This design comes from an exercise in tuning for small area and a short achievable clock period on the open sky130 flow, not from production work.
Where RTL was checked, it was by simulation tests only, not by an equivalence proof against the original.
Power figures rest on the tool's default switching activity, not on a simulated workload.

==> flow/design.v (excerpt) <==
module datapath (clk, writenum, readnum, write, datapath_in, vsel, loada, loadb, loadc, shift, asel, bsel, ALUop, loads, Z_out, datapath_out);
For scale: about 9100 um^2 of cells after synthesis.
clock: 5.5 ns
lec_check: 0
cap_margin: 20
core_margin: 2
core_utilization: 50
cts_buf_list: sky130_fd_sc_hd__clkbuf_4 sky130_fd_sc_hd__clkbuf_8
setup_slack_margin: 2.9
slew_margin: 20
synth_hierarchical: 1
synth_minimum_keep_size: 0
standard.sh (not shown) runs the stock make flow with config.mk's settings and CLKGATE_MAP_FILE= SYNTH_SCRIPT=/design/flow/synth_recipe.tcl, a recipe that flattens the netlist after the stock synthesis.
==> flow/flow/run.sh <==
#!/bin/bash
# The standard layout (standard.sh), with every input and output port
# buffered by a buf_2 cell instead of the buffer the resizer picks by default.
set -euo pipefail
bash standard.sh 'BUFFER_PORTS_ARGS=-buffer_cell sky130_fd_sc_hd__buf_2' finish > make.log 2>&1
Rerun with:
--- a/flow/config.mk
+++ b/flow/config.mk
@@ -9,3 +9,3 @@
 export CORE_MARGIN = 2
-export CORE_UTILIZATION = 50
+export CORE_UTILIZATION = 60
 export CTS_BUF_LIST = sky130_fd_sc_hd__clkbuf_4 sky130_fd_sc_hd__clkbuf_8
The changed run ran to the end with no violations.
Sequential share of layout area rises by 0.29 points.
Design area is lower by 0.57%.
Hold slack gains 0.011 ns.
Via count increases by 0.53%.
Synthesized cell count is unchanged.
Wire length decreases by 3.9%.
Clock power drops by about 2%.
Non-clock buffer count rises by 1.
Total power falls by 0.81%.
Utilization came out higher by 11 points.

* * *

datapath, a different RTL version from the one above (not shown whole).
Size: about 180 flip-flops, roughly 52 I/O pins.
export LEC_CHECK = 0
export CAP_MARGIN = 20
export CORE_MARGIN = 2
export CORE_UTILIZATION = 60
export CTS_BUF_LIST = sky130_fd_sc_hd__clkbuf_8
export SETUP_SLACK_MARGIN = 2.9
export SLEW_MARGIN = 20
export SYNTH_HIERARCHICAL = 1
export SYNTH_MINIMUM_KEEP_SIZE = 0
create_clock -name core_clock -period 5.5 [get_ports {clk}]
Scripts as last shown in full above: flow/flow/run.sh
The first run finished clean.
Next try:
CTS_BUF_LIST = sky130_fd_sc_hd__clkbuf_4 sky130_fd_sc_hd__clkbuf_8   (was sky130_fd_sc_hd__clkbuf_8)
The new run finished with timing, DRC and antenna clean. Synthesized area stays the same. Critical path depth stays the same. Die area stays the same. Cell count stays the same. Combinational power is about the same. Synthesized cell count stays the same.

* * *

Setup of north:
datapath, a different RTL version from the one above (not shown whole).
Size in the first run: about 650 cells after synthesis, ~9400 um^2 of cells after synthesis.
## datapath
module datapath (clk, writenum, readnum, write, datapath_in, vsel, loada, loadb, loadc, shift, asel, bsel, ALUop, loads, Z_out, datapath_out);
clock: 5.5 ns
lec_check: 0
cap_margin: 20
core_margin: 2
core_utilization: 60
setup_slack_margin: 2.8
slew_margin: 20
synth_hierarchical: 1
synth_minimum_keep_size: 0
==> flow/flow/run.sh <==
#!/bin/bash
# The standard layout (standard.sh), with every input and output port
# buffered by a buf_4 cell instead of the buffer the resizer picks by default.
set -euo pipefail
bash standard.sh 'BUFFER_PORTS_ARGS=-buffer_cell sky130_fd_sc_hd__buf_4' finish > make.log 2>&1
[inputs] south vs north
--- a/flow/config.mk
+++ b/flow/config.mk
@@ -10,3 +10,3 @@
 export CORE_UTILIZATION = 60
-export SETUP_SLACK_MARGIN = 2.8
+export SETUP_SLACK_MARGIN = 3.1
 export SLEW_MARGIN = 20
## What came out
Total power density per cell area up 4.9 nW/um^2 in south wrt north
south -> north: initial antenna violation count delta 0, exact match
Side by side, overall power turned out higher in south than in north.
Time the final worst path needs with I/O delays and setup on south is down relative to north.
Between south and north, it is south whose global-route wire length before repair is higher, by 5.7%.
south went all the way through the flow, and no timing, DRC or antenna check failed.
No functional check of the RTL was part of any run of this note.

* * *

datapath, a different RTL version from the one above (not shown whole).
Size: about 760 cells after synthesis, roughly 180 flip-flops, about 52 I/O pins.
// datapath
module datapath (clk, writenum, readnum, write, datapath_in, vsel, loada, loadb, loadc, shift, asel, bsel, ALUop, loads, Z_out, datapath_out);
  input write, clk, loada, loadb, loadc, asel, bsel, loads, vsel;
  input [1:0] ALUop, shift;
  input [2:0] writenum, readnum;
  input [15:0] datapath_in;
  output reg Z_out;
  output reg [15:0] datapath_out;
  reg  [15:0] aloaded, in;
  wire [15:0] data_in, data_out, cn;
  wire sn;
  assign data_in = vsel ? datapath_in : datapath_out;
  regfile REGFILE(data_in, writenum, write, readnum, clk, data_out);
  always_ff @(posedge clk) if (loada) aloaded <= data_out;
  always_ff @(posedge clk) if (loadb) in <= data_out;
  ALU alu(aloaded, in, datapath_out, Z_out, datapath_in[4:0], shift, asel, bsel, ALUop,
          loadc, loads, cn, sn);
  always_ff @(posedge clk) Z_out <= sn;
  always_ff @(posedge clk) datapath_out <= cn;
endmodule
==> flow/config.mk <==
export PLATFORM = sky130hd
export DESIGN_NAME = datapath
export DESIGN_NICKNAME = datapath
export VERILOG_FILES = /design/flow/design.v
export SDC_FILE = /design/flow/constraint.sdc
export NUM_CORES = 4
export LEC_CHECK = 0
export CAP_MARGIN = 20
export CORE_MARGIN = 2
export CORE_UTILIZATION = 60
export SETUP_SLACK_MARGIN = 2.9
export SLEW_MARGIN = 20
export SYNTH_HIERARCHICAL = 1
export SYNTH_MINIMUM_KEEP_SIZE = 0
==> flow/constraint.sdc <==
create_clock -name core_clock -period 5.5 [get_ports {clk}]
set_input_delay 1.1000 -clock core_clock [delete_from_list [all_inputs] [get_ports {clk}]]
set_output_delay 1.1000 -clock core_clock [all_outputs]
set_load 0.01 [all_outputs]
==> flow/flow/run.sh <==
#!/bin/bash
# The standard layout (standard.sh), with two changes:
# - every input and output port is buffered by a buf_4 cell instead of the
#   buffer the resizer picks by default;
# - mux4_1 joins the platform's don't-use cells, so the resizer keeps the
#   smaller mux4_2 that synthesis chose (mux4_1 is the larger of the two).
set -euo pipefail
bash standard.sh 'BUFFER_PORTS_ARGS=-buffer_cell sky130_fd_sc_hd__buf_4' \
  'DONT_USE_CELLS=sky130_fd_sc_hd__probe_p_8 sky130_fd_sc_hd__probec_p_8 sky130_fd_sc_hd__lpflow_bleeder_1 sky130_fd_sc_hd__lpflow_clkbufkapwr_1 sky130_fd_sc_hd__lpflow_clkbufkapwr_16 sky130_fd_sc_hd__lpflow_clkbufkapwr_2 sky130_fd_sc_hd__lpflow_clkbufkapwr_4 sky130_fd_sc_hd__lpflow_clkbufkapwr_8 sky130_fd_sc_hd__lpflow_clkinvkapwr_1 sky130_fd_sc_hd__lpflow_clkinvkapwr_16 sky130_fd_sc_hd__lpflow_clkinvkapwr_2 sky130_fd_sc_hd__lpflow_clkinvkapwr_4 sky130_fd_sc_hd__lpflow_clkinvkapwr_8 sky130_fd_sc_hd__lpflow_decapkapwr_12 sky130_fd_sc_hd__lpflow_decapkapwr_3 sky130_fd_sc_hd__lpflow_decapkapwr_4 sky130_fd_sc_hd__lpflow_decapkapwr_6 sky130_fd_sc_hd__lpflow_decapkapwr_8 sky130_fd_sc_hd__lpflow_inputiso0n_1 sky130_fd_sc_hd__lpflow_inputiso0p_1 sky130_fd_sc_hd__lpflow_inputiso1n_1 sky130_fd_sc_hd__lpflow_inputiso1p_1 sky130_fd_sc_hd__lpflow_inputisolatch_1 sky130_fd_sc_hd__lpflow_isobufsrc_1 sky130_fd_sc_hd__lpflow_isobufsrc_16 sky130_fd_sc_hd__lpflow_isobufsrc_2 sky130_fd_sc_hd__lpflow_isobufsrc_4 sky130_fd_sc_hd__lpflow_isobufsrc_8 sky130_fd_sc_hd__lpflow_isobufsrckapwr_16 sky130_fd_sc_hd__lpflow_lsbuf_lh_hl_isowell_tap_1 sky130_fd_sc_hd__lpflow_lsbuf_lh_hl_isowell_tap_2 sky130_fd_sc_hd__lpflow_lsbuf_lh_hl_isowell_tap_4 sky130_fd_sc_hd__lpflow_lsbuf_lh_isowell_4 sky130_fd_sc_hd__lpflow_lsbuf_lh_isowell_tap_1 sky130_fd_sc_hd__lpflow_lsbuf_lh_isowell_tap_2 sky130_fd_sc_hd__lpflow_lsbuf_lh_isowell_tap_4 sky130_fd_sc_hd__mux4_1' finish > make.log 2>&1
==> next run, changes <==
--- a/flow/config.mk
+++ b/flow/config.mk
@@ -10,0 +11 @@
+export CTS_BUF_LIST = sky130_fd_sc_hd__clkbuf_4 sky130_fd_sc_hd__clkbuf_8
=>
- The new run went through all stages and came out clean
- final area went down by a few percent
- total power went down by roughly a tenth
- area after synthesis is unchanged
- setup slack improves by 0.060 ns
==> next run, changes <==
==> flow/flow/run.sh (replaced) <==
#!/bin/bash
# The standard layout (standard.sh), with every input and output port
# buffered by a buf_4 cell instead of the buffer the resizer picks by default.
set -euo pipefail
bash standard.sh 'BUFFER_PORTS_ARGS=-buffer_cell sky130_fd_sc_hd__buf_4' finish > make.log 2>&1
--- a/flow/config.mk
+++ b/flow/config.mk
@@ -11 +10,0 @@
-export CTS_BUF_LIST = sky130_fd_sc_hd__clkbuf_4 sky130_fd_sc_hd__clkbuf_8
The changed run finished clean.
First-iteration DRC count went up by roughly a tenth.
Synthesized area went up slightly.
Flip-flop and latch count does not change.
Clock skew went down by 0.0093 ns.
Hold slack improved by 0.029 ns.
Worst setup slack improved by 0.033 ns.
==> next run, changes <==
--- a/flow/config.mk
+++ b/flow/config.mk
@@ -11 +11,2 @@
-export SETUP_SLACK_MARGIN = 2.9
+export CTS_BUF_LIST = sky130_fd_sc_hd__clkbuf_4 sky130_fd_sc_hd__clkbuf_8
+export SETUP_SLACK_MARGIN = 3.2
Outcome: Via count rises by 1.0%. Sequential share of layout area goes down by 0.14 points. Wire length increases by 2.6%. Global-route usage climbs by 1.4 points.

[what the ideal ports hide]
No port has a modelled driver above. Below, the same layouts with a new extraction and two added sets of constraints.
Step 1 sets driving cells, clkbuf_16 on the clock port and buf_2 on the other inputs (assumed; they add their load-dependent delay and slew).
Step 2 times the ports against the registers' clock, not the clock port: input delays grow and output delays shrink by t, the midpoint of the rising clock arrivals with the driver on.
Slacks: ideal ports / drivers / drivers and shift; pairs: ideal ports / drivers.
| run | t, ns | setup WS [ns] | latest minus earliest clock arrival (ns) | pins driven straight from the clock port |
|---|---|---|---|---|
| the first run of note 1 | 0.492 | 2.963 / 2.937 / 2.445 | 0.022 / 0.022 | 1 |
| the second run of note 1 | 0.489 | 2.968 / 2.958 / 2.469 | 0.016 / 0.016 | 1 |
| the first run of note 2 | 0.498 | 2.878 / 2.803 / 2.305 | 0.032 / 0.032 | 1 |
| the second run of note 2 | 0.498 | 2.878 / 2.803 / 2.305 | 0.032 / 0.032 | 1 |
| north | 0.466 | 2.368 / 2.349 / 1.883 | 0.013 / 0.013 | 1 |
| south | 0.466 | 2.443 / 2.420 / 1.955 | 0.013 / 0.013 | 1 |
| the first run of note 4 | 0.459 | 2.868 / 2.768 / 2.309 | 0.012 / 0.013 | 1 |
| the second run of note 4 | 0.483 | 2.929 / 2.784 / 2.301 | 0.019 / 0.019 | 1 |
| the third run of note 4 | 0.466 | 2.961 / 2.835 / 2.369 | 0.009 / 0.009 | 1 |
| the fourth run of note 4 | 0.483 | 2.907 / 2.821 / 2.337 | 0.013 / 0.013 | 1 |
After both steps setup and hold are still met in every run listed. The setup slack of the second run of note 4, which loses most, moves by -0.145 ns with the drivers and by -0.628 ns with both steps.
